Background: an optimization exercise with open tools, aiming at small area, a short achievable clock period and few clock cycles per item. Do not read the settings as production practice. At most, simulation tests tie the RTL to the original design; equivalence was not proved. Power is estimated from default activity; no workload was simulated.

==> flow/design.v (excerpt) <==
module sig_16_hw #(parameter K=16,DWIDTH=32,EXPONENT_WIDTH=8, BIAS=8'd127)(input [DWIDTH-1:0] x_in,input clk,start,rst,output reg valid, output [DWIDTH-1:0] y_out);
wire [3:0] idxo;
wire       sp;
reg  [3:0] idx_q;
reg        sp_q, s_q;
always @(posedge clk)
begin
	idx_q <= idxo;
	sp_q  <= sp;
	s_q   <= x_in[31];
	if (rst)
		valid <= 1'b0;
	else
		valid <= start;
end
  ...
For scale: roughly 7 flip-flops.
==> flow/config.mk <==
export PLATFORM = sky130hd
export DESIGN_NAME = sig_16_hw
export DESIGN_NICKNAME = sig_16_hw
export VERILOG_FILES = /design/flow/design.v
export SDC_FILE = /design/flow/constraint.sdc
export NUM_CORES = 4
export LEC_CHECK = 0
export ABC_AREA = 1
export CAP_MARGIN = 20
export CORE_MARGIN = 2
export CORE_UTILIZATION = 60
export CTS_BUF_LIST = sky130_fd_sc_hd__clkbuf_4
export CTS_CLUSTER_DIAMETER = 200
export CTS_CLUSTER_SIZE = 20
export PLACE_DENSITY = 0.75
export SLEW_MARGIN = 20
==> flow/constraint.sdc <==
create_clock -name core_clock -period 10.0 [get_ports {clk}]
set_input_delay 2.0000 -clock core_clock [delete_from_list [all_inputs] [get_ports {clk}]]
set_output_delay 2.0000 -clock core_clock [all_outputs]
set_load 0.01 [all_outputs]
standard.sh (not shown) runs the stock make flow with config.mk's settings and CLKGATE_MAP_FILE= SYNTH_SCRIPT=/design/flow/synth_recipe.tcl, a recipe that flattens the netlist after the stock synthesis.
==> flow/flow/run.sh <==
#!/bin/bash
# The standard layout, with the smallest buffer on the ports instead of
# the delay buffer buffer_ports would pick by itself, and timing repair
# aiming at a shorter period than the clock's.
set -euo pipefail
export BUFFER_PORTS_ARGS="-buffer_cell sky130_fd_sc_hd__buf_1"
export SETUP_SLACK_MARGIN=5.6
bash standard.sh > standard.log 2>&1
The baseline ran to the end with no violations.
Testbench counts at the start, summed over its fixed seeds: cycles 6,392, items 3,200.
Rerun with:
- CORE_UTILIZATION: 60 -> 40
- PLACE_DENSITY: 0.75 -> 0.6
The changed run finished clean.
Power barely changes.
Via count falls by a few percent.
Routed wire length rises slightly.
Area after synthesis is unchanged.
Setup slack is about the same.


## amber
Another version of the RTL of sig_16_hw (not shown whole).
Size in the first run: about 290 cells after synthesis, ~7 flip-flops.
Settings: LEC_CHECK=0, ABC_AREA=1, CAP_MARGIN=20, CORE_MARGIN=2, CORE_UTILIZATION=40, PLACE_DENSITY=0.6, SLEW_MARGIN=20; clock period 10.0 ns.
Scripts as last shown in full above: flow/flow/run.sh
Looking at the reports, amber completed the entire flow and the layout it produced met the timing, design-rule and antenna checks.
Testbench counts of amber, summed over its fixed seeds: cycles 6,392, items 3,200.
Changes in indigo relative to amber:
- CTS_BUF_LIST: unset -> sky130_fd_sc_hd__clkbuf_2
--- a/flow/flow/run.sh
+++ b/flow/flow/run.sh
@@ -5,4 +5,4 @@
 set -euo pipefail
 export BUFFER_PORTS_ARGS="-buffer_cell sky130_fd_sc_hd__buf_1"
-export SETUP_SLACK_MARGIN=5.6
+export SETUP_SLACK_MARGIN=5.3
 bash standard.sh > standard.log 2>&1
Results
Hold slack ends up higher on amber. Run comparison: indigo critical path endpoint y_out[4]; amber critical path endpoint y_out[15]. Post-route fraction of the period consumed by the critical path ended up 1.7 points higher on indigo than on amber. Changes observed in indigo relative to amber: pin slew with the least headroom to its limit higher, maximum clock insertion buffer count did not really move, power dissipated in combinational cells neither gained nor lost much, core utilization shrank by 1.0 points, final worst setup slack now sits lower. The higher critical path depth of amber and indigo is in indigo.
diff inputs: indigo => sierra
- removing ABC_AREA (formerly 1)
--- a/flow/flow/run.sh
+++ b/flow/flow/run.sh
@@ -5,4 +5,4 @@
 set -euo pipefail
 export BUFFER_PORTS_ARGS="-buffer_cell sky130_fd_sc_hd__buf_1"
-export SETUP_SLACK_MARGIN=5.3
+export SETUP_SLACK_MARGIN=6.0
 bash standard.sh > standard.log 2>&1
--- outcome ---
- The final reports for sierra and indigo show core utilization higher in the former.
- indigo → sierra: global-route wire length before repair saw an increase, worst hold slack went down, routed wire length went up, count of multi-input combinational gates went up by 6.3%.
- NOTE: fraction of the cycle the final worst path needs in sierra falls short of that of indigo
- Diff indigo -> sierra | clock-cell share of area | decrease of 0.27 points


Starting RTL as in the previous note.
Settings: LEC_CHECK=0, ABC_AREA=1, CAP_MARGIN=20, CORE_MARGIN=2, CORE_UTILIZATION=60, CTS_BUF_LIST=sky130_fd_sc_hd__clkbuf_4, CTS_CLUSTER_DIAMETER=200, CTS_CLUSTER_SIZE=20, PLACE_DENSITY=0.75, SLEW_MARGIN=20; clock period 10.0 ns.
==> flow/flow/run.sh <==
#!/bin/bash
# The standard layout, with the smallest buffer on the ports instead of
# the delay buffer buffer_ports would pick by itself, and timing repair
# aiming at a shorter period than the clock's.
set -euo pipefail
export BUFFER_PORTS_ARGS="-buffer_cell sky130_fd_sc_hd__buf_1"
export SETUP_SLACK_MARGIN=5.6
bash standard.sh > standard.log 2>&1
The starting point ran to the end with no violations.
Testbench counts at the start, summed over its fixed seeds: cycles 6,392, items 3,200.
Next try:
- CORE_UTILIZATION: 60 -> 40
- PLACE_DENSITY: 0.75 -> 0.6
Effect: Non-clock buffer count is unchanged. Area after synthesis does not change. Cell area goes up slightly. Setup slack is worse by 0.021 ns. Sequential power stays flat. Critical path depth goes down by 2.
Next try:
--- a/flow/flow/run.sh
+++ b/flow/flow/run.sh
@@ -7 +7 @@
-export SETUP_SLACK_MARGIN=5.6
+export SETUP_SLACK_MARGIN=6.0
- CTS_BUF_LIST: sky130_fd_sc_hd__clkbuf_4 -> default
- CTS_CLUSTER_DIAMETER: 200 -> default
- CTS_CLUSTER_SIZE: 20 -> default
Effect:
- The changed run passed the timing, design-rule and antenna checks
- sequential share of layout area decreases by 0.25 points
- routed wire length increases by a few percent
- sequential cell count stays the same
- final area increases by roughly a tenth
- combinational power increases by about a fifth
- total power increases by about a fifth
- die area stays the same
- synthesized cell count is unchanged
- hold slack is better by 0.023 ns


Setup of garnet:
sig_16_hw, a different RTL version from the one above (not shown whole).
Size in the first run: roughly 290 cells after synthesis, ~7 flip-flops, roughly 68 I/O pins, roughly 1500 µm² of cells after synthesis.
Settings: LEC_CHECK=0, ABC_AREA=1, CAP_MARGIN=20, CORE_MARGIN=2, CORE_UTILIZATION=40, CTS_BUF_LIST=sky130_fd_sc_hd__clkbuf_4, CTS_CLUSTER_DIAMETER=200, CTS_CLUSTER_SIZE=20, PLACE_DENSITY=0.6, SLEW_MARGIN=20; clock period 10.0 ns.
==> flow/flow/run.sh <==
#!/bin/bash
# The standard layout, with the smallest buffer on the ports instead of
# the delay buffer buffer_ports would pick by itself, and timing repair
# aiming at a shorter period than the clock's.
set -euo pipefail
export BUFFER_PORTS_ARGS="-buffer_cell sky130_fd_sc_hd__buf_1"
export SETUP_SLACK_MARGIN=6.0
bash standard.sh > standard.log 2>&1
garnet closes out successfully: all stages finished, all timing, DRC and antenna checks passed.
For cedar, these inputs were changed with respect to garnet:
diff --git a/flow/flow/run.sh b/flow/flow/run.sh
--- a/flow/flow/run.sh
+++ b/flow/flow/run.sh
@@ -7 +7 @@
-export SETUP_SLACK_MARGIN=6.0
+export SETUP_SLACK_MARGIN=6.6
==> run notes <==
In cedar the number of optimization iterations in the first detailed-route pass turned out 4 higher than in garnet.
cedar against garnet: clock sink count neither gained nor lost much, stage delay of the slowest cell on the critical path now smaller.
garnet and cedar all finish clean.
Inputs modified between cedar and xenon:
diff --git a/flow/flow/run.sh b/flow/flow/run.sh
--- a/flow/flow/run.sh
+++ b/flow/flow/run.sh
@@ -7 +7 @@
-export SETUP_SLACK_MARGIN=6.6
+export SETUP_SLACK_MARGIN=6.3
## What came out
Between cedar and xenon, count of non-CTS buffers in the layout decreased. Count of nets after finishing delta for xenon relative to cedar: 5.5% lower. The combinational logic power of xenon falls short of that of cedar by 27%. Going from cedar to xenon, wire length of the first global-routing pass went down; fraction of area in multi-input gates went up; post-route minimum period did not really move. Compared with cedar, the router placed fewer vias in xenon. Looking at post-route core utilization, xenon sits below cedar.
No functional check of the RTL was part of any run of this note.


Setup of run 1:
sig_16_hw, a different RTL version from the one above (not shown whole).
Size: about 300 cells after synthesis, about 7 flip-flops, roughly 68 I/O pins, roughly 1500 sq um of cells after synthesis.
export LEC_CHECK = 0
export ABC_AREA = 1
export CAP_MARGIN = 20
export CORE_MARGIN = 2
export CORE_UTILIZATION = 40
export CTS_BUF_LIST = sky130_fd_sc_hd__clkbuf_4
export CTS_CLUSTER_DIAMETER = 200
export CTS_CLUSTER_SIZE = 20
export PLACE_DENSITY = 0.6
export SLEW_MARGIN = 20
create_clock -name core_clock -period 10.0 [get_ports {clk}]
==> flow/flow/run.sh <==
#!/bin/bash
# The standard layout, with the smallest buffer on the ports instead of
# the delay buffer buffer_ports would pick by itself, and timing repair
# aiming at a shorter period than the clock's.
set -euo pipefail
export BUFFER_PORTS_ARGS="-buffer_cell sky130_fd_sc_hd__buf_1"
export SETUP_SLACK_MARGIN=6.2
bash standard.sh > standard.log 2>&1
Run 1: flow completed, timing, DRC and antenna clean
Testbench counts of run 1, summed over its fixed seeds: cycles 6,392, items 3,200.
### run 1 -> run 2
diff --git a/flow/flow/run.sh b/flow/flow/run.sh
--- a/flow/flow/run.sh
+++ b/flow/flow/run.sh
@@ -6,3 +6,3 @@
 export BUFFER_PORTS_ARGS="-buffer_cell sky130_fd_sc_hd__buf_1"
-export SETUP_SLACK_MARGIN=6.2
+export SETUP_SLACK_MARGIN=6.4
 bash standard.sh > standard.log 2>&1
Results
- No stage failed in run 2, and the final checks on the layout all came back clean.
- Compared with run 1, run 2 shows mean number of vias per cell that has gone up by a few percent.
- The fraction of met2 tracks used by global routing in run 2 was higher than what run 1 gave.
- Measured against each other, run 2 and run 1 differ in layout cell share with drive strength beyond 1, the lower figure coming from run 1.
- Measured against run 2, the wire length of run 1 comes out at 0.907 times the reference value.
- Compared with run 1, run 2 shows a higher post-route non-filler standard cell count.
- As far as synthesized cell count goes, run 1 and run 2 are indistinguishable; the numbers are identical.
- Compared with run 1, in run 2 non-clock buffer count picked up an extra 11, layout-stage area growth over the synthesis result picked up an extra 16 points, fmax picked up an extra about 3.7%.
## Diff of input files: run 3 against run 2
Settings: swapping sky130_fd_sc_hd__clkbuf_4 for sky130_fd_sc_hd__clkbuf_2 in CTS_BUF_LIST.
diff --git a/flow/flow/run.sh b/flow/flow/run.sh
--- a/flow/flow/run.sh
+++ b/flow/flow/run.sh
@@ -6,3 +6,3 @@
 export BUFFER_PORTS_ARGS="-buffer_cell sky130_fd_sc_hd__buf_1"
-export SETUP_SLACK_MARGIN=6.4
+export SETUP_SLACK_MARGIN=6.2
 bash standard.sh > standard.log 2>&1
Notes after the runs:
- Going from run 2 to run 3, non-clock buffer count shrank by a little under 10%.
- Final worst setup slack in run 3 vs run 2: down 0.12 ns
- Run comparison: run 2 destination of the critical timing path y_out[14]; run 3 destination of the critical timing path y_out[12]
- Summary of the comparison: first-pass GRT wire length is lower in run 3, relative to run 2.
- Run 3 ended up with a higher largest fanout of any net on the critical path than run 2 did.
- Run 2 has a lower maximum cell stage delay along the critical path than run 3.
- Going from run 2 to run 3, maximum frequency -about 3%, cell area after layout shows a reduction of about 11%, ratio of final minimum period to clock period rose by 1.2 points, final routed wirelength across all metal layers decreased by 7.9% relative to the old numbers.
- Final critical-path required period | run 3 above run 2
The following lists how run 4 was set up differently from run 3:
Settings: changing CTS_BUF_LIST from sky130_fd_sc_hd__clkbuf_2 to sky130_fd_sc_hd__clkbuf_4.
diff --git a/flow/flow/run.sh b/flow/flow/run.sh
--- a/flow/flow/run.sh
+++ b/flow/flow/run.sh
@@ -6,3 +6,3 @@
 export BUFFER_PORTS_ARGS="-buffer_cell sky130_fd_sc_hd__buf_1"
-export SETUP_SLACK_MARGIN=6.2
+export SETUP_SLACK_MARGIN=6.1
 bash standard.sh > standard.log 2>&1
Findings:
A start point of the critical path of idx_q[0] is what run 3 shows, while idx_q[1] belongs to run 4.
Compared with run 3, in run 4 sum of met2 wire segment lengths after detailed routing saw a decrease, detailed-route wire length fell by 110 um, weighted congestion reported at the end of routability-driven placement comparable.

[afterwards: timing with drivers on the ports]
No port has a modelled driver above. Below, the same layouts with a new extraction and two added sets of constraints.
Step 1: set_driving_cell puts a clkbuf_16 on clk and a buf_2 on each other input, an assumption about the parent block.
Step 2 moves the port delays by t, midway between the first and last clock arrival at a register: inputs arrive t later, outputs are due t later. That takes back most of the time a late clock gives input paths.
Three values: ideal, step 1, step 2; two values: the first two.
run	t (ns)	slack for setup (ns)	worst setup path after step 2	pins driven straight from the clock port
the first run of note 1	0.261	5.732 / 5.716 / 5.977	register to output	1
the second run of note 1	0.259	5.733 / 5.717 / 5.975	register to output	1
amber	0.243	5.718 / 5.694 / 5.938	register to output	1
indigo	0.243	5.545 / 5.524 / 5.767	register to output	1
sierra	0.241	5.990 / 5.973 / 6.214	register to output	1
the first run of note 3	0.260	5.751 / 5.737 / 5.997	register to output	1
the second run of note 3	0.265	5.730 / 5.709 / 5.973	register to output	1
the third run of note 3	0.243	5.984 / 5.961 / 6.204	register to output	1
garnet	0.262	6.091 / 6.075 / 6.337	register to output	1
cedar	0.265	6.043 / 6.028 / 6.292	register to output	1
xenon	0.263	6.041 / 6.025 / 6.288	register to output	1
run 1	0.257	6.229 / 6.213 / 6.470	register to output	1
run 2	0.257	6.364 / 6.348 / 6.604	register to output	1
run 3	0.233	6.248 / 6.232 / 6.465	register to output	1
run 4	0.257	6.131 / 6.115 / 6.372	register to output	1
After both steps setup and hold are still met in every run listed.
